Context: an optimization exercise on an open-source flow, tuned for small area and a short achievable clock period. The choices shown serve that exercise and are no tape-out recipe.
No run shown here included a check of the RTL's function; only the layout flow was run.
Power is estimated from default activity; no workload was simulated.

==> flow/design.v, too long to show whole: its modules and the start of the top module <==
// module QE_M: 815 lines
// module qe_fa: 5 lines
// module qe_fs: 5 lines
// module qe_fc: 5 lines
// module qe_x2: 5 lines
// module qe_cy: 5 lines
// module qe_ha: 5 lines
module QE_M (clk, reset, in_a, in_b, in_c, in_x, mode, valid_in, last_input, valid_out, result);
  // ...
==> flow/flow/run.sh <==
#!/bin/bash
# The standard layout, with buf_2 cells as the port buffers.
bash standard.sh "BUFFER_PORTS_ARGS=-buffer_cell sky130_fd_sc_hd__buf_2" finish > standard.log 2>&1
==> flow/standard.sh <==
#!/bin/bash
# synth_recipe.tcl (not shown) runs the flow's synth.tcl, then flattens the netlist and writes it again
# the make line also repeats each setting of config.mk as NAME=value (left out here)
make -C /OpenROAD-flow-scripts/flow DESIGN_CONFIG=/design/flow/config.mk WORK_HOME=/design/flow/orfs CLKGATE_MAP_FILE= SYNTH_SCRIPT=/design/flow/synth_recipe.tcl "${@:-finish}"
==> flow/config.mk <==
export PLATFORM = sky130hd
export DESIGN_NAME = QE_M
export DESIGN_NICKNAME = QE_M
export VERILOG_FILES = /design/flow/design.v
export SDC_FILE = /design/flow/constraint.sdc
export NUM_CORES = 4
export LEC_CHECK = 0
export CAP_MARGIN = 20
export CORE_MARGIN = 2
export CORE_UTILIZATION = 40
export CTS_BUF_LIST = sky130_fd_sc_hd__clkbuf_8
export SETUP_SLACK_MARGIN = 4
export SLEW_MARGIN = 20
export SYNTH_HIERARCHICAL = 1
==> flow/constraint.sdc <==
create_clock -name core_clock -period 6.5 [get_ports {clk}]
set_input_delay 1.3000 -clock core_clock [delete_from_list [all_inputs] [get_ports {clk}]]
set_output_delay 1.3000 -clock core_clock [all_outputs]
set_load 0.01 [all_outputs]
==> summary.md, run 1 <==
| Metric | Value |
|---|---|
| Status | `no timing/DRC/antenna violations` |
| Initial cell density of the core | `40.9%` |
| Max Cap Viol | `0` |
| Flip-flop and latch share of the layout cell area | `between 30% and 40%` |
| Uppermost layer routed | `met4` |
| Fraction of synthesized cell area taken by the top area cell type | `between 30% and 40%` |
| Number of antenna cells inserted | `0` |
| Cell class with the largest area share | `multi-input combinational cells` |
| Leading cell type in the layout, fill and taps excluded | `sky130_fd_sc_hd__xor2_1` |
| Synth top cells by count | `sky130_fd_sc_hd__xor2_1 (209), sky130_fd_sc_hd__dfxtp_1 (155), sky130_fd_sc_hd__inv_1 (70)` |
| Final number of max-transition violations | `0` |
| Wire length of the first global-routing pass | `around 28 mm` |
| Combinational Power Share | `between 50% and 60%` |
| Largest delay share family, worst path | `compound AO/OA/AOI/OAI gates` |
| Wire length the detailed router placed on met1 | `around 8 mm` |
| Place WS | `3.59 ns` |
| Launching point of the worst reg2reg path | `T1a3` |
| Total of warnings raised by yosys | `7` |
| Most frequent cells in the layout | `sky130_fd_sc_hd__xor2_1 (197), sky130_fd_sc_hd__dfxtp_1 (145), sky130_fd_sc_hd__inv_1 (72), sky130_fd_sc_hd__and2_1 (64), sky130_fd_sc_hd__a22o_1 (64)` |
| TritonCTS Buffers | `17` |
| Die width | `between 150 and 200 um` |
| Met1 Use GR | `21.0%` |
| DRC violations left | `0` |
| Timing endpoint of the critical path | `R[10]` |
| Multiplexer fraction of the synthesized cell area | `less than 1%` |
| Main area contributors after synthesis | `sky130_fd_sc_hd__dfxtp_1 (36%), sky130_fd_sc_hd__xor2_1 (21%), sky130_fd_sc_hd__a22o_1 (6.5%), sky130_fd_sc_hd__and2_1 (4.8%), sky130_fd_sc_hd__fa_1 (4.6%)` |
| Multi-input logic cell count | `~600` |
| Xor/xnor cell area share of the yosys netlist | `between 20% and 30%` |
| Relative contribution of the clock network to total power | `15.5%` |
| Final clock skew | `around 0.013 ns` |
| Synth unique cells | `48` |
| Final Setup Violations | `0` |
| Crit path largest cell delay | `0.35 ns` |
| Critical path start-end classification | `reg2reg` |
| Maximum buffer depth of the clock tree | `2` |
| Fraction of final layout cells with drive strength greater than 1 | `~15%` |
| Most congested layer reported by global routing | `met2` |
==> inputs of run 2 (changes only) <==
--- a/flow/design.v
+++ b/flow/design.v
@@ -131,17 +131,17 @@
 qe_x2 td_cp_sx8 (.a(td_cp_p[8]), .b(td_cp_c[8]), .y(S3s[8]));
 qe_x2 td_cp_sx9 (.a(td_cp_p[9]), .b(td_cp_c[9]), .y(S3s[9]));
 qe_x2 td_cp_sx10 (.a(td_cp_p[10]), .b(td_cp_c[10]), .y(S3s[10]));
 qe_x2 td_cp_sx11 (.a(td_cp_p[11]), .b(td_cp_c[11]), .y(S3s[11]));
 qe_x2 td_cp_sx12 (.a(td_cp_p[12]), .b(td_cp_c[12]), .y(S3s[12]));
 qe_x2 td_cp_sx13 (.a(td_cp_p[13]), .b(td_cp_c[13]), .y(S3s[13]));
 qe_x2 td_cp_sx14 (.a(td_cp_p[14]), .b(td_cp_c[14]), .y(S3s[14]));
 qe_x2 td_cp_sx15 (.a(td_cp_p[15]), .b(td_cp_c[15]), .y(S3s[15]));
-wire [7:0] bg = in_b & {8{~mode}};
+wire [7:0] bg = ~(in_b & {8{~mode}});
 wire pa_0_0, pa_0_1, pa_0_2, pa_0_3, pa_0_4, pa_0_5, pa_0_6, pa_0_7;
 wire pa_1_0, pa_1_1, pa_1_2, pa_1_3, pa_1_4, pa_1_5, pa_1_6, pa_1_7;
 wire pa_2_0, pa_2_1, pa_2_2, pa_2_3, pa_2_4, pa_2_5, pa_2_6, pa_2_7;
 wire pa_3_0, pa_3_1, pa_3_2, pa_3_3, pa_3_4, pa_3_5, pa_3_6, pa_3_7;
 wire pa_4_0, pa_4_1, pa_4_2, pa_4_3, pa_4_4, pa_4_5, pa_4_6, pa_4_7;
 wire pa_5_0, pa_5_1, pa_5_2, pa_5_3, pa_5_4, pa_5_5, pa_5_6, pa_5_7;
 wire pa_6_0, pa_6_1, pa_6_2, pa_6_3, pa_6_4, pa_6_5, pa_6_6, pa_6_7;
 wire pa_7_0, pa_7_1, pa_7_2, pa_7_3, pa_7_4, pa_7_5, pa_7_6, pa_7_7;
@@ -149,99 +149,104 @@
 wire pc_0_8, pc_0_9, pc_0_10, pc_0_11, pc_0_12, pc_0_13, pc_0_14, pc_0_15;
 wire pc_neg_0, pc_1_2, pc_1_3, pc_1_4, pc_1_5, pc_1_6, pc_1_7, pc_1_8;
 wire pc_1_9, pc_1_10, pc_1_11, pc_1_12, pc_1_13, pc_1_14, pc_1_15, pc_neg_1;
 wire pc_2_4, pc_2_5, pc_2_6, pc_2_7, pc_2_8, pc_2_9, pc_2_10, pc_2_11;
 wire pc_2_12, pc_2_13, pc_2_14, pc_2_15, pc_neg_2, pc_3_6, pc_3_7, pc_3_8;
 wire pc_3_9, pc_3_10, pc_3_11, pc_3_12, pc_3_13, pc_3_14, pc_3_15, pc_neg_3;
 wire pc_4_8, pc_4_9, pc_4_10, pc_4_11, pc_4_12, pc_4_13, pc_4_14, pc_4_15;
 wire pc_acc_1_0, pc_acc_1_1, pc_acc_2_0, pc_acc_2_1, pc_acc_2_2, pc_acc_2_3;
-assign pa_0_0 = in_a[0] & in_x[0];
-assign pa_0_1 = in_a[0] & in_x[1];
-assign pa_0_2 = in_a[0] & in_x[2];
-assign pa_0_3 = in_a[0] & in_x[3];
-assign pa_0_4 = in_a[0] & in_x[4];
-assign pa_0_5 = in_a[0] & in_x[5];
-assign pa_0_6 = in_a[0] & in_x[6];
-assign pa_0_7 = in_a[0] & in_x[7];
-assign pa_1_0 = in_a[1] & in_x[0];
-assign pa_1_1 = in_a[1] & in_x[1];
-assign pa_1_2 = in_a[1] & in_x[2];
-assign pa_1_3 = in_a[1] & in_x[3];
-assign pa_1_4 = in_a[1] & in_x[4];
-assign pa_1_5 = in_a[1] & in_x[5];
-assign pa_1_6 = in_a[1] & in_x[6];
-assign pa_1_7 = in_a[1] & in_x[7];
-assign pa_2_0 = in_a[2] & in_x[0];
-assign pa_2_1 = in_a[2] & in_x[1];
-assign pa_2_2 = in_a[2] & in_x[2];
-assign pa_2_3 = in_a[2] & in_x[3];
-assign pa_2_4 = in_a[2] & in_x[4];
-assign pa_2_5 = in_a[2] & in_x[5];
-assign pa_2_6 = in_a[2] & in_x[6];
-assign pa_2_7 = in_a[2] & in_x[7];
-assign pa_3_0 = in_a[3] & in_x[0];
-assign pa_3_1 = in_a[3] & in_x[1];
-assign pa_3_2 = in_a[3] & in_x[2];
-assign pa_3_3 = in_a[3] & in_x[3];
-assign pa_3_4 = in_a[3] & in_x[4];
-assign pa_3_5 = in_a[3] & in_x[5];
-assign pa_3_6 = in_a[3] & in_x[6];
-assign pa_3_7 = in_a[3] & in_x[7];
-assign pa_4_0 = in_a[4] & in_x[0];
-assign pa_4_1 = in_a[4] & in_x[1];
-assign pa_4_2 = in_a[4] & in_x[2];
-assign pa_4_3 = in_a[4] & in_x[3];
-assign pa_4_4 = in_a[4] & in_x[4];
-assign pa_4_5 = in_a[4] & in_x[5];
-assign pa_4_6 = in_a[4] & in_x[6];
-assign pa_4_7 = in_a[4] & in_x[7];
-assign pa_5_0 = in_a[5] & in_x[0];
-assign pa_5_1 = in_a[5] & in_x[1];
-assign pa_5_2 = in_a[5] & in_x[2];
-assign pa_5_3 = in_a[5] & in_x[3];
-assign pa_5_4 = in_a[5] & in_x[4];
-assign pa_5_5 = in_a[5] & in_x[5];
-assign pa_5_6 = in_a[5] & in_x[6];
-assign pa_5_7 = in_a[5] & in_x[7];
-assign pa_6_0 = in_a[6] & in_x[0];
-assign pa_6_1 = in_a[6] & in_x[1];
-assign pa_6_2 = in_a[6] & in_x[2];
-assign pa_6_3 = in_a[6] & in_x[3];
-assign pa_6_4 = in_a[6] & in_x[4];
-assign pa_6_5 = in_a[6] & in_x[5];
-assign pa_6_6 = in_a[6] & in_x[6];
-assign pa_6_7 = in_a[6] & in_x[7];
-assign pa_7_0 = in_a[7] & in_x[0];
-assign pa_7_1 = in_a[7] & in_x[1];
-assign pa_7_2 = in_a[7] & in_x[2];
-assign pa_7_3 = in_a[7] & in_x[3];
-assign pa_7_4 = in_a[7] & in_x[4];
-assign pa_7_5 = in_a[7] & in_x[5];
-assign pa_7_6 = in_a[7] & in_x[6];
-assign pa_7_7 = in_a[7] & in_x[7];
+assign pa_0_0 = ~(in_a[0] & in_x[0]);
+assign pa_0_1 = ~(in_a[0] & in_x[1]);
+assign pa_0_2 = ~(in_a[0] & in_x[2]);
+assign pa_0_3 = ~(in_a[0] & in_x[3]);
+assign pa_0_4 = ~(in_a[0] & in_x[4]);
+assign pa_0_5 = ~(in_a[0] & in_x[5]);
+assign pa_0_6 = ~(in_a[0] & in_x[6]);
+assign pa_0_7 = ~(in_a[0] & in_x[7]);
+assign pa_1_0 = ~(in_a[1] & in_x[0]);
+assign pa_1_1 = ~(in_a[1] & in_x[1]);
+assign pa_1_2 = ~(in_a[1] & in_x[2]);
+assign pa_1_3 = ~(in_a[1] & in_x[3]);
+assign pa_1_4 = ~(in_a[1] & in_x[4]);
+assign pa_1_5 = ~(in_a[1] & in_x[5]);
+assign pa_1_6 = ~(in_a[1] & in_x[6]);
+assign pa_1_7 = ~(in_a[1] & in_x[7]);
+assign pa_2_0 = ~(in_a[2] & in_x[0]);
+assign pa_2_1 = ~(in_a[2] & in_x[1]);
+assign pa_2_2 = ~(in_a[2] & in_x[2]);
+assign pa_2_3 = ~(in_a[2] & in_x[3]);
+assign pa_2_4 = ~(in_a[2] & in_x[4]);
+assign pa_2_5 = ~(in_a[2] & in_x[5]);
+assign pa_2_6 = ~(in_a[2] & in_x[6]);
+assign pa_2_7 = ~(in_a[2] & in_x[7]);
+assign pa_3_0 = ~(in_a[3] & in_x[0]);
+assign pa_3_1 = ~(in_a[3] & in_x[1]);
+assign pa_3_2 = ~(in_a[3] & in_x[2]);
+assign pa_3_3 = ~(in_a[3] & in_x[3]);
+assign pa_3_4 = ~(in_a[3] & in_x[4]);
+assign pa_3_5 = ~(in_a[3] & in_x[5]);
+assign pa_3_6 = ~(in_a[3] & in_x[6]);
+assign pa_3_7 = ~(in_a[3] & in_x[7]);
+assign pa_4_0 = ~(in_a[4] & in_x[0]);
+assign pa_4_1 = ~(in_a[4] & in_x[1]);
+assign pa_4_2 = ~(in_a[4] & in_x[2]);
+assign pa_4_3 = ~(in_a[4] & in_x[3]);
+assign pa_4_4 = ~(in_a[4] & in_x[4]);
+assign pa_4_5 = ~(in_a[4] & in_x[5]);
+assign pa_4_6 = ~(in_a[4] & in_x[6]);
+assign pa_4_7 = ~(in_a[4] & in_x[7]);
+assign pa_5_0 = ~(in_a[5] & in_x[0]);
+assign pa_5_1 = ~(in_a[5] & in_x[1]);
+assign pa_5_2 = ~(in_a[5] & in_x[2]);
+assign pa_5_3 = ~(in_a[5] & in_x[3]);
+assign pa_5_4 = ~(in_a[5] & in_x[4]);
+assign pa_5_5 = ~(in_a[5] & in_x[5]);
+assign pa_5_6 = ~(in_a[5] & in_x[6]);
+assign pa_5_7 = ~(in_a[5] & in_x[7]);
+assign pa_6_0 = ~(in_a[6] & in_x[0]);
+assign pa_6_1 = ~(in_a[6] & in_x[1]);
+assign pa_6_2 = ~(in_a[6] & in_x[2]);
+assign pa_6_3 = ~(in_a[6] & in_x[3]);
+assign pa_6_4 = ~(in_a[6] & in_x[4]);
+assign pa_6_5 = ~(in_a[6] & in_x[5]);
+assign pa_6_6 = ~(in_a[6] & in_x[6]);
+assign pa_6_7 = ~(in_a[6] & in_x[7]);
+assign pa_7_0 = ~(in_a[7] & in_x[0]);
+assign pa_7_1 = ~(in_a[7] & in_x[1]);
+assign pa_7_2 = ~(in_a[7] & in_x[2]);
+assign pa_7_3 = ~(in_a[7] & in_x[3]);
+assign pa_7_4 = ~(in_a[7] & in_x[4]);
+assign pa_7_5 = ~(in_a[7] & in_x[5]);
+assign pa_7_6 = ~(in_a[7] & in_x[6]);
+assign pa_7_7 = ~(in_a[7] & in_x[7]);
 wire ta_1, ta_2, ta_3, ta_4, ta_5, ta_6, ta_7, ta_8;
 wire ta_9, ta_10, ta_11, ta_12, ta_13, ta_14, ta_15, ta_16;
 wire ta_17, ta_18, ta_19, ta_20, ta_21, ta_22, ta_23, ta_24;
 wire ta_25, ta_26, ta_27, ta_28, ta_29, ta_30, ta_31, ta_32;
 wire ta_33, ta_34, ta_35, ta_36, ta_37, ta_38, ta_39, ta_40;
 wire ta_41, ta_42, ta_43, ta_44, ta_45, ta_46, ta_47, ta_48;
 wire ta_49, ta_50;
-qe_ha ta_ha0 (.a(pa_0_5), .b(pa_1_4), .s(ta_1), .co(ta_2));
+assign ta_1 = ~(pa_0_5 ^ pa_1_4);
+assign ta_2 = pa_0_5 | pa_1_4;
 qe_fa ta_fa0 (.a(pa_0_6), .b(pa_1_5), .c(pa_2_4), .s(ta_3), .co(ta_4));
-qe_ha ta_ha1 (.a(pa_3_3), .b(pa_4_2), .s(ta_5), .co(ta_6));
+assign ta_5 = ~(pa_3_3 ^ pa_4_2);
+assign ta_6 = pa_3_3 | pa_4_2;
 qe_fa ta_fa1 (.a(pa_0_7), .b(pa_1_6), .c(pa_2_5), .s(ta_7), .co(ta_8));
 qe_fa ta_fa2 (.a(pa_3_4), .b(pa_4_3), .c(pa_5_2), .s(ta_9), .co(ta_10));
-qe_ha ta_ha2 (.a(pa_6_1), .b(pa_7_0), .s(ta_11), .co(ta_12));
+assign ta_11 = ~(pa_6_1 ^ pa_7_0);
+assign ta_12 = pa_6_1 | pa_7_0;
 qe_fa ta_fa3 (.a(pa_1_7), .b(pa_2_6), .c(pa_3_5), .s(ta_13), .co(ta_14));
 qe_fa ta_fa4 (.a(pa_4_4), .b(pa_5_3), .c(pa_6_2), .s(ta_15), .co(ta_16));
 qe_fa ta_fa5 (.a(pa_2_7), .b(pa_3_6), .c(pa_4_5), .s(ta_17), .co(ta_18));
-qe_ha ta_ha3 (.a(pa_0_3), .b(pa_1_2), .s(ta_19), .co(ta_20));
+assign ta_19 = ~(pa_0_3 ^ pa_1_2);
+assign ta_20 = pa_0_3 | pa_1_2;
 qe_fa ta_fa6 (.a(pa_0_4), .b(pa_1_3), .c(pa_2_2), .s(ta_21), .co(ta_22));
-qe_ha ta_ha4 (.a(pa_3_1), .b(pa_4_0), .s(ta_23), .co(ta_24));
+assign ta_23 = ~(pa_3_1 ^ pa_4_0);
+assign ta_24 = pa_3_1 | pa_4_0;
 qe_fa ta_fa7 (.a(pa_2_3), .b(pa_3_2), .c(pa_4_1), .s(ta_25), .co(ta_26));
 qe_fa ta_fa8 (.a(pa_5_0), .b(bg[5]), .c(ta_1), .s(ta_27), .co(ta_28));
 qe_fa ta_fa9 (.a(pa_5_1), .b(pa_6_0), .c(bg[6]), .s(ta_29), .co(ta_30));
 qe_fa ta_fa10 (.a(ta_2), .b(ta_5), .c(ta_3), .s(ta_31), .co(ta_32));
 qe_fa ta_fa11 (.a(bg[7]), .b(ta_6), .c(ta_11), .s(ta_33), .co(ta_34));
 qe_fa ta_fa12 (.a(ta_4), .b(ta_7), .c(ta_9), .s(ta_35), .co(ta_36));
 qe_fa ta_fa13 (.a(pa_7_1), .b(ta_12), .c(ta_8), .s(ta_37), .co(ta_38));
 qe_fa ta_fa14 (.a(ta_10), .b(ta_13), .c(ta_15), .s(ta_39), .co(ta_40));
@@ -256,18 +261,18 @@
 wire tb_9, tb_10, tb_11, tb_12, tb_13, tb_14, tb_15, tb_16;
 wire tb_17, tb_18, tb_19, tb_20, tb_21, tb_22, tb_23, tb_24;
 wire tb_25, tb_26, tb_27, tb_28, tb_29, tb_30, tb_31, tb_32;
 wire tb_33, tb_34, tb_35, tb_36, tb_37, tb_38, tb_39, tb_40;
 wire tb_41, tb_42, tb_43, tb_44, tb_45, tb_46, tb_47, tb_48;
 wire tb_49, tb_50, tb_51, tb_52, tb_53, tb_54, tb_55, tb_56;
 wire tb_57, tb_58, tb_59, tb_60, tb_61, tb_62, tb_63, tb_64;
 wire tb_65, tb_66, tb_67, tb_68, tb_69, tb_70;
-assign tb_1 = T1a2 ^ T1b2;
-assign tb_2 = T1a2 & T1b2;
+assign tb_1 = ~(T1a2 ^ T1b2);
+assign tb_2 = T1a2 | T1b2;
 qe_x2 tb_xp0 (.a(T1a3), .b(T1b3), .y(tb_5));
 qe_x2 tb_xs0 (.a(tb_5), .b(T1c3), .y(tb_3));
 qe_cy tb_cy0 (.a(T1a3), .b(T1b3), .c(T1c3), .p(tb_5), .co(tb_4));
 qe_x2 tb_xp1 (.a(T1a4), .b(T1b4), .y(tb_8));
 qe_x2 tb_xs1 (.a(tb_8), .b(T1c4), .y(tb_6));
 qe_cy tb_cy1 (.a(T1a4), .b(T1b4), .c(T1c4), .p(tb_8), .co(tb_7));
 qe_x2 tb_xp2 (.a(T1a5), .b(T1b5), .y(tb_11));
 qe_x2 tb_xs2 (.a(tb_11), .b(T1c5), .y(tb_9));
@@ -288,18 +293,18 @@
 qe_x2 tb_xs7 (.a(tb_26), .b(T1c10), .y(tb_24));
 qe_cy tb_cy7 (.a(T1a10), .b(T1b10), .c(T1c10), .p(tb_26), .co(tb_25));
 qe_x2 tb_xp8 (.a(T1a11), .b(T1b11), .y(tb_29));
 qe_x2 tb_xs8 (.a(tb_29), .b(T1c11), .y(tb_27));
 qe_cy tb_cy8 (.a(T1a11), .b(T1b11), .c(T1c11), .p(tb_29), .co(tb_28));
 qe_x2 tb_xp9 (.a(T1a12), .b(T1b12), .y(tb_32));
 qe_x2 tb_xs9 (.a(tb_32), .b(T1c12), .y(tb_30));
 qe_cy tb_cy9 (.a(T1a12), .b(T1b12), .c(T1c12), .p(tb_32), .co(tb_31));
-assign tb_33 = T1a1 ^ T1b1;
-assign tb_34 = T1a1 & T1b1;
+assign tb_33 = ~(T1a1 ^ T1b1);
+assign tb_34 = T1a1 | T1b1;
 qe_x2 tb_xp10 (.a(T1c2), .b(T1d2), .y(tb_37));
 qe_x2 tb_xs10 (.a(tb_37), .b(tb_1), .y(tb_35));
 qe_cy tb_cy10 (.a(T1c2), .b(T1d2), .c(tb_1), .p(tb_37), .co(tb_36));
 qe_x2 tb_xp11 (.a(T1d3), .b(tb_2), .y(tb_40));
 qe_x2 tb_xs11 (.a(tb_40), .b(tb_3), .y(tb_38));
 qe_cy tb_cy11 (.a(T1d3), .b(tb_2), .c(tb_3), .p(tb_40), .co(tb_39));
 qe_x2 tb_xp12 (.a(T1d4), .b(tb_4), .y(tb_43));
 qe_x2 tb_xs12 (.a(tb_43), .b(tb_6), .y(tb_41));
@@ -326,52 +331,52 @@
 qe_x2 tb_xs19 (.a(tb_64), .b(tb_27), .y(tb_62));
 qe_cy tb_cy19 (.a(T1d11), .b(tb_25), .c(tb_27), .p(tb_64), .co(tb_63));
 qe_x2 tb_xp20 (.a(T1d12), .b(tb_28), .y(tb_67));
 qe_x2 tb_xs20 (.a(tb_67), .b(tb_30), .y(tb_65));
 qe_cy tb_cy20 (.a(T1d12), .b(tb_28), .c(tb_30), .p(tb_67), .co(tb_66));
 qe_x2 tb_xp21 (.a(T1a13), .b(T1b13), .y(tb_70));
 qe_x2 tb_xs21 (.a(tb_70), .b(tb_31), .y(tb_68));
 qe_cy tb_cy21 (.a(T1a13), .b(T1b13), .c(tb_31), .p(tb_70), .co(tb_69));
-wire [15:0] SBa = {1'b0, T1a14, tb_66, tb_63, tb_60, tb_57, tb_54, tb_51, tb_48, tb_45, tb_42, tb_39, tb_36, tb_34, T1c1, T1a0};
-wire [15:0] SBb = {1'b0, tb_69, tb_68, tb_65, tb_62, tb_59, tb_56, tb_53, tb_50, tb_47, tb_44, tb_41, tb_38, tb_35, tb_33, T1b0};
+wire [15:0] SBa = {1'b1, T1a14, tb_66, tb_63, tb_60, tb_57, tb_54, tb_51, tb_48, tb_45, tb_42, tb_39, tb_36, tb_34, T1c1, T1a0};
+wire [15:0] SBb = {1'b1, tb_69, tb_68, tb_65, tb_62, tb_59, tb_56, tb_53, tb_50, tb_47, tb_44, tb_41, tb_38, tb_35, tb_33, T1b0};
 wire [15:0] SBs;
 wire [15:0] te_cp_p, te_cp_g, te_cp_c;
 qe_x2 te_cp_px0 (.a(SBa[0]), .b(SBb[0]), .y(te_cp_p[0]));
-assign te_cp_g[0] = SBa[0] & SBb[0];
+assign te_cp_g[0] = ~(SBa[0] | SBb[0]);
 qe_x2 te_cp_px1 (.a(SBa[1]), .b(SBb[1]), .y(te_cp_p[1]));
-assign te_cp_g[1] = SBa[1] & SBb[1];
+assign te_cp_g[1] = ~(SBa[1] | SBb[1]);
 qe_x2 te_cp_px2 (.a(SBa[2]), .b(SBb[2]), .y(te_cp_p[2]));
-assign te_cp_g[2] = SBa[2] & SBb[2];
+assign te_cp_g[2] = ~(SBa[2] | SBb[2]);
 qe_x2 te_cp_px3 (.a(SBa[3]), .b(SBb[3]), .y(te_cp_p[3]));
-assign te_cp_g[3] = SBa[3] & SBb[3];
+assign te_cp_g[3] = ~(SBa[3] | SBb[3]);
 qe_x2 te_cp_px4 (.a(SBa[4]), .b(SBb[4]), .y(te_cp_p[4]));
-assign te_cp_g[4] = SBa[4] & SBb[4];
+assign te_cp_g[4] = ~(SBa[4] | SBb[4]);
 qe_x2 te_cp_px5 (.a(SBa[5]), .b(SBb[5]), .y(te_cp_p[5]));
-assign te_cp_g[5] = SBa[5] & SBb[5];
+assign te_cp_g[5] = ~(SBa[5] | SBb[5]);
 qe_x2 te_cp_px6 (.a(SBa[6]), .b(SBb[6]), .y(te_cp_p[6]));
-assign te_cp_g[6] = SBa[6] & SBb[6];
+assign te_cp_g[6] = ~(SBa[6] | SBb[6]);
 qe_x2 te_cp_px7 (.a(SBa[7]), .b(SBb[7]), .y(te_cp_p[7]));
-assign te_cp_g[7] = SBa[7] & SBb[7];
+assign te_cp_g[7] = ~(SBa[7] | SBb[7]);
 qe_x2 te_cp_px8 (.a(SBa[8]), .b(SBb[8]), .y(te_cp_p[8]));
-assign te_cp_g[8] = SBa[8] & SBb[8];
+assign te_cp_g[8] = ~(SBa[8] | SBb[8]);
 qe_x2 te_cp_px9 (.a(SBa[9]), .b(SBb[9]), .y(te_cp_p[9]));
-assign te_cp_g[9] = SBa[9] & SBb[9];
+assign te_cp_g[9] = ~(SBa[9] | SBb[9]);
 qe_x2 te_cp_px10 (.a(SBa[10]), .b(SBb[10]), .y(te_cp_p[10]));
-assign te_cp_g[10] = SBa[10] & SBb[10];
+assign te_cp_g[10] = ~(SBa[10] | SBb[10]);
 qe_x2 te_cp_px11 (.a(SBa[11]), .b(SBb[11]), .y(te_cp_p[11]));
-assign te_cp_g[11] = SBa[11] & SBb[11];
+assign te_cp_g[11] = ~(SBa[11] | SBb[11]);
 qe_x2 te_cp_px12 (.a(SBa[12]), .b(SBb[12]), .y(te_cp_p[12]));
-assign te_cp_g[12] = SBa[12] & SBb[12];
+assign te_cp_g[12] = ~(SBa[12] | SBb[12]);
 qe_x2 te_cp_px13 (.a(SBa[13]), .b(SBb[13]), .y(te_cp_p[13]));
-assign te_cp_g[13] = SBa[13] & SBb[13];
+assign te_cp_g[13] = ~(SBa[13] | SBb[13]);
 qe_x2 te_cp_px14 (.a(SBa[14]), .b(SBb[14]), .y(te_cp_p[14]));
-assign te_cp_g[14] = SBa[14] & SBb[14];
+assign te_cp_g[14] = ~(SBa[14] | SBb[14]);
 qe_x2 te_cp_px15 (.a(SBa[15]), .b(SBb[15]), .y(te_cp_p[15]));
-assign te_cp_g[15] = SBa[15] & SBb[15];
+assign te_cp_g[15] = ~(SBa[15] | SBb[15]);
 wire te_cp_G0_1 = te_cp_g[1] | (te_cp_p[1] & te_cp_g[0]);
 wire te_cp_G0_3 = te_cp_g[3] | (te_cp_p[3] & te_cp_g[2]);
 wire te_cp_P0_3 = te_cp_p[3] & te_cp_p[2];
 wire te_cp_G0_5 = te_cp_g[5] | (te_cp_p[5] & te_cp_g[4]);
 wire te_cp_P0_5 = te_cp_p[5] & te_cp_p[4];
 wire te_cp_G0_7 = te_cp_g[7] | (te_cp_p[7] & te_cp_g[6]);
 wire te_cp_P0_7 = te_cp_p[7] & te_cp_p[6];
 wire te_cp_G0_9 = te_cp_g[9] | (te_cp_p[9] & te_cp_g[8]);
==> run 2 against run 1 <==
Compared with the run above:
- still clean
- combinational power increased by 9.4%
- routed wire length increased by 3.2%
- sequential power about the same
- worst hold slack got worse by 0.0022 ns
- global-route usage increased by 0.42 points
- flip-flop and latch count unchanged
- synthesized cell count increased by 3.8%
- first-iteration DRC count increased by 15%
- final area increased by 1.0%
- non-clock buffer count increased by 4
- register-to-register slack got worse by 0.21 ns
- setup slack got worse by 0.21 ns
- critical path type unchanged
- largest power group unchanged
- highest routed layer unchanged
==> summary.md, run 2 <==
| Metric | Value |
|---|---|
| Pin count of the biggest net entering global routing | `33 (unchanged)` |
| Initial cell density of the core | `41.1% (was 40.9%)` |
| Maximum VDD drop | `0.153 mV (was 0.141 mV)` |
| Area leader, netlist | `sky130_fd_sc_hd__dfxtp_1 (unchanged)` |
| Main area contributors after synthesis | `sky130_fd_sc_hd__dfxtp_1 (36%), sky130_fd_sc_hd__xor2_1 (21%), sky130_fd_sc_hd__a22o_1 (6.3%), sky130_fd_sc_hd__fa_1 (4.6%), sky130_fd_sc_hd__xnor2_1 (3.9%) (was sky130_fd_sc_hd__dfxtp_1 (36%), sky130_fd_sc_hd__xor2_1 (21%), sky130_fd_sc_hd__a22o_1 (6.5%), sky130_fd_sc_hd__and2_1 (4.8%), sky130_fd_sc_hd__fa_1 (4.6%))` |
| Filler cell count in the final layout | `1988 (was 2028)` |
| Actual transition at the worst max-transition pin | `0.663 ns (was 0.654 ns)` |
| Critical path start-end classification | `reg2reg (unchanged)` |
| Launching point of the worst reg2reg path | `T1a4 (was T1a3)` |
| DRC violation total after the first TritonRoute iteration | `509 (was 441)` |
| Startpoint types | `register (unchanged)` |
| FF-to-FF setup slack | `3.55 ns (was 3.76 ns)` |
| Ys async rst share | `3.13% (unchanged)` |
| Most used standard cell by instance count after synthesis | `sky130_fd_sc_hd__xor2_1 (unchanged)` |
| Core ar. | `21200 um^2 (unchanged)` |
| Critical path origin | `T1a4 (was T1a3)` |
| Critical-path cell with the highest stage delay | `sky130_fd_sc_hd__dfxtp_2 (was sky130_fd_sc_hd__a211o_1)` |
| RR Endpoint | `R[13] (was R[10])` |
| Total power | `4.87 mW (was 4.59 mW)` |
| Total of flip-flops plus latches after synthesis | `160 (unchanged)` |
| Proportion of synthesized chip area in sequential cells | `37.2% (was 37.3%)` |
| Most frequent cells in the layout | `sky130_fd_sc_hd__xor2_1 (196), sky130_fd_sc_hd__dfxtp_1 (142), sky130_fd_sc_hd__inv_1 (85), sky130_fd_sc_hd__nand2_1 (70), sky130_fd_sc_hd__a22o_1 (62) (was sky130_fd_sc_hd__xor2_1 (197), sky130_fd_sc_hd__dfxtp_1 (145), sky130_fd_sc_hd__inv_1 (72), sky130_fd_sc_hd__and2_1 (64), sky130_fd_sc_hd__a22o_1 (64))` |
| Boundary pin count | `54 (unchanged)` |
| First-pass iteration count of the detailed router | `6 (unchanged)` |
| Period utilisation layout | `45.4% (was 42.2%)` |
| All-Layer GR Usage | `16.1% (was 15.6%)` |
| Cell with the most instances on the worst path | `sky130_fd_sc_hd__buf_4` |
| Final sum of negative setup slack | `0 ns (unchanged)` |
| Max Cap Viol | `0 (unchanged)` |
| Required time of the critical path | `6.84 ns (was 6.83 ns)` |
| Crit path largest cell delay | `0.35 ns (about the same)` |
| Wire length of the first global-routing pass | `28.7 mm (was 28.0 mm)` |
| Count of buffers from port buffering | `53 (unchanged)` |
| Dominant register cell in the synthesized netlist | `sky130_fd_sc_hd__dfxtp_1 (unchanged)` |
| Synth unique cells | `51 (was 48)` |
| Arrival time worst endpoint | `3.29 ns (was 3.07 ns)` |
| CP endpoint kind | `register (unchanged)` |
| HP Class | `reg2reg (unchanged)` |
| Leading cell type in the layout, fill and taps excluded | `sky130_fd_sc_hd__xor2_1 (unchanged)` |
| Number of global-route vias before repair | `5779 (was 5773)` |
| DRC violations left | `0 (unchanged)` |
| Count of final hold-check violations | `0 (unchanged)` |
| TritonCTS Buffers | `17 (unchanged)` |
| Final Setup Violations | `0 (unchanged)` |
| Via total after detailed routing | `6109 (was 5987)` |
| Post-layout min period | `2.95 ns (was 2.74 ns)` |
| Count of placed standard cells including taps | `1181 (was 1161)` |
| Clock tree from TritonCTS | `done (unchanged)` |
| Number of antenna violations at the first check in global routing | `0 (unchanged)` |
| CP cell instances | `xor2_2, a22o_1, xor2_2, xor2_1, buf_4, buf_4, buf_4, buf_4, o22ai_2, o221a_4, o41ai_4, buf_4, o21bai_4, nand2_2, o21ai_0, xor2_1 (was xor2_2, a22o_1, xor2_2, a22o_1, xor2_1, buf_4, a32oi_2, o21ai_1, a211o_1, buf_4, a31o_2, xor2_1)` |
| Final number of max-transition violations | `0 (unchanged)` |
| Post-detailed-placement half-perimeter wirelength | `12.3 mm (about the same)` |
| Die width | `151 um (about the same)` |
| Multi-input gate area | `5140 um^2 (was 5170 um^2)` |
| Growth of design area from synthesis to finish | `14.3% (was 13.6%)` |
| Total of warnings raised by yosys | `7 (unchanged)` |
| Grt ovf | `0 (unchanged)` |
| Level count of the clock H-tree | `4 (unchanged)` |
| R2R depth | `16 (was 12)` |
| Weighted congestion at the end of routability-driven global placement | `0.790 (was 0.786)` |
| Latest clock arrival within the worst-skew pair | `0.46 ns (was 0.45 ns)` |
| Clock transition at the register clock pins on the worst setup and hold paths after CTS | `0.09 ns (about the same)` |
| Wirelength per Cell | `14.2 um (was 14.0 um)` |
| Overall routed net length | `17.5 mm (was 17.0 mm)` |
| Clock tree sinks | `160 (unchanged)` |
| Fraction of final layout cells with drive strength greater than 1 | `17.1% (was 15.2%)` |
| Final std cells w/o fill | `1238 (was 1213)` |
| Leading registers by flop count | `R: 16 flops, Y: 16 flops (unchanged)` |
| Number of antenna cells inserted | `0 (unchanged)` |
| Mean instance size in the synthesized netlist | `9.75 um^2 (was 10.1 um^2)` |
| Maximum net fanout on the critical path | `3 (unchanged)` |
| Area used by sequential logic in the layout | `3250 um^2 (was 3240 um^2)` |
| Final Net Count | `1029 (was 1005)` |
| Final clock skew | `0.0164 ns (was 0.0127 ns)` |
| Synth top cells by count | `sky130_fd_sc_hd__xor2_1 (209), sky130_fd_sc_hd__dfxtp_1 (155), sky130_fd_sc_hd__inv_1 (85) (was sky130_fd_sc_hd__xor2_1 (209), sky130_fd_sc_hd__dfxtp_1 (155), sky130_fd_sc_hd__inv_1 (70))` |
| Row count | `53 (unchanged)` |
| Clock root buffer master | `sky130_fd_sc_hd__clkbuf_8 (unchanged)` |
| Die height | `151 um (about the same)` |
| Full die area | `22900 um^2 (was 22800 um^2)` |
| Worst hold-check slack | `0.329 ns (was 0.331 ns)` |
| Status | `no timing/DRC/antenna violations (unchanged)` |
| Maximum buffer depth of the clock tree | `2 (unchanged)` |
| Number of synthesized flops with an enable pin | `0 (unchanged)` |
| Static leakage | `4.32 nW (was 4.48 nW)` |
| Power per cell area | `490 nW/um^2 (was 467 nW/um^2)` |
| Total of hold buffers inserted after clock tree synthesis | `0 (unchanged)` |
| Instance count of the mapped netlist | `891 (was 858)` |
| Post-detailed-route count of antenna-violating nets | `0 (unchanged)` |
| Via density | `4.93 (was 4.94)` |
| RSZ-0062 raised after global routing | `true (unchanged)` |
| Fraction of synthesized cell area taken by the top area cell type | `35.7% (was 35.8%)` |
| Timing endpoint of the critical path | `R[13] (was R[10])` |
| Relative slew margins | `55.7% (was 56.4%)` |
| Post-synthesis instance area | `8690 um^2 (was 8660 um^2)` |
| Timing-limited maximum frequency | `0.339 GHz (was 0.364 GHz)` |
==> run 2: cell count changes after synthesis, sizes merged, moves of 2 or more <==
cell	previous run	this run
nand2	27	77
nand2b	13	22
a22o	64	62
o221ai	1	4
clkbuf	23	35
nor2b	22	13
nor2	7	12
and2	66	10
a32oi	5	1
inv	70	85
==> run 2: power breakdown <==
| part | total (mW) | internal [mW] | switching, mW |
|---|---|---|---|
| sequential | 1.54 | 1.29 | 0.254 |
| clock | 0.762 | 0.355 | 0.406 |
| combinational | 2.56 | 1.22 | 1.34 |
| total | 4.87 | 2.87 | 2.00 |
==> run 2: Yosys stat by module (local to each module, per instance) <==
module,flops+latches,cells,copies in the design
QE_M,160,618,1
qe_fa,0,1,20
qe_cy,0,1,61
qe_x2,0,1,192
==> run 2: logic make-up (layout without fill, tap and decap cells) <==
kind of cell    Yosys count  after routing  synth area share (%)
simple gates            153            153                  8.64
mux                       2              2                 0.259
buf+inv                 127            197                  5.50
compound gates          157            157                  15.5
other cells               2              4                0.0865
flops                   160            160                  37.2
xor+xnor                248            248                  25.0
fa+ha+maj                42             42                  7.78
==> run 2: worst min path at each step <==
stage	start	endpoint	depth (start not counted)
after floorplan	C1[0]	C2[0]	0
after global placement	C1[1]	C2[1]	0
after detailed placement	C1[7]	C2[7]	0
after CTS	C1[0]	C2[0]	0
after global routing	C1[5]	C2[5]	0
final	C1[0]	C2[0]	0
==> run 2: area by class of cell <==
type	count	share of cell area (%)
multi-input cells	606	51.8
flip-flops and latches	160	32.7
repair buffers	79	4.67
well taps	275	3.46
inverters	86	3.29
clock buffers	17	2.36
clock inverters	15	1.74
==> run 2: metal layers <==
layer | up-vias | routed length (um) | GRT usage [%]
li1 | 3064 | - | -
met1 | 2883 | 8290 | 21.4
met2 | 149 | 8280 | 26.5
met3 | 13 | 788 | 3.07
met4 | 0 | 161 | 4.53
met5 | - | 0 | 0
==> run 2: metrics by stage <==
stage / utilization (%) / cell area (um^2) / setup slack (ns)
4_1_cts: 46.2 / 9770 / 3.70
3_5_place_dp: 43.5 / 9210 / 3.59
5_1_grt: 47.0 / 9930 / 3.36
3_3_place_gp: 43.5 / 9210 / 3.66
6_report: 47.0 / 9930 / 3.55
2_1_floorplan: - / 8870 / 3.83
==> run 2: timing repair <==
action | in CTS | in global routing
pin swaps | 5 | 15
gates resized for setup | 8 | 22
buffers inserted | 16 | 9
setup endpoints to repair | 8 | 32
==> run 2: critical path, delay by kind of cell, from the launching register on <==
| family | cells | cell delay [ns] |
|---|---|---|
| flip-flops | 1 | 0.35 |
| buffers and inverters | 5 | 0.63 |
| AO/OA/AOI/OAI | 6 | 0.97 |
| XOR/XNOR | 4 | 0.80 |
| AND/OR/NAND/NOR | 1 | 0.08 |

==> what the ideal ports hide <==
How much do the figures lean on ideal ports? The routed layouts below were timed once more, with nothing changed but the port constraints.
Step 1, drivers: a clkbuf_16 drives clk and a buf_2 each remaining input, both assumed.
Step 2 moves the port delays by t, midway between the first and last clock arrival at a register: inputs arrive t later, outputs are due t later. That takes back most of the time a late clock gives input paths.
Three values: ideal, step 1, step 2; two values: the first two.
run	t, ns	setup WS [ns]	latest minus earliest clock arrival (ns)
run 1	0.483	3.755 / 3.755 / 3.755	0.013 / 0.013
run 2	0.489	3.546 / 3.546 / 3.546	0.016 / 0.017
After both steps setup and hold are still met in every run listed.
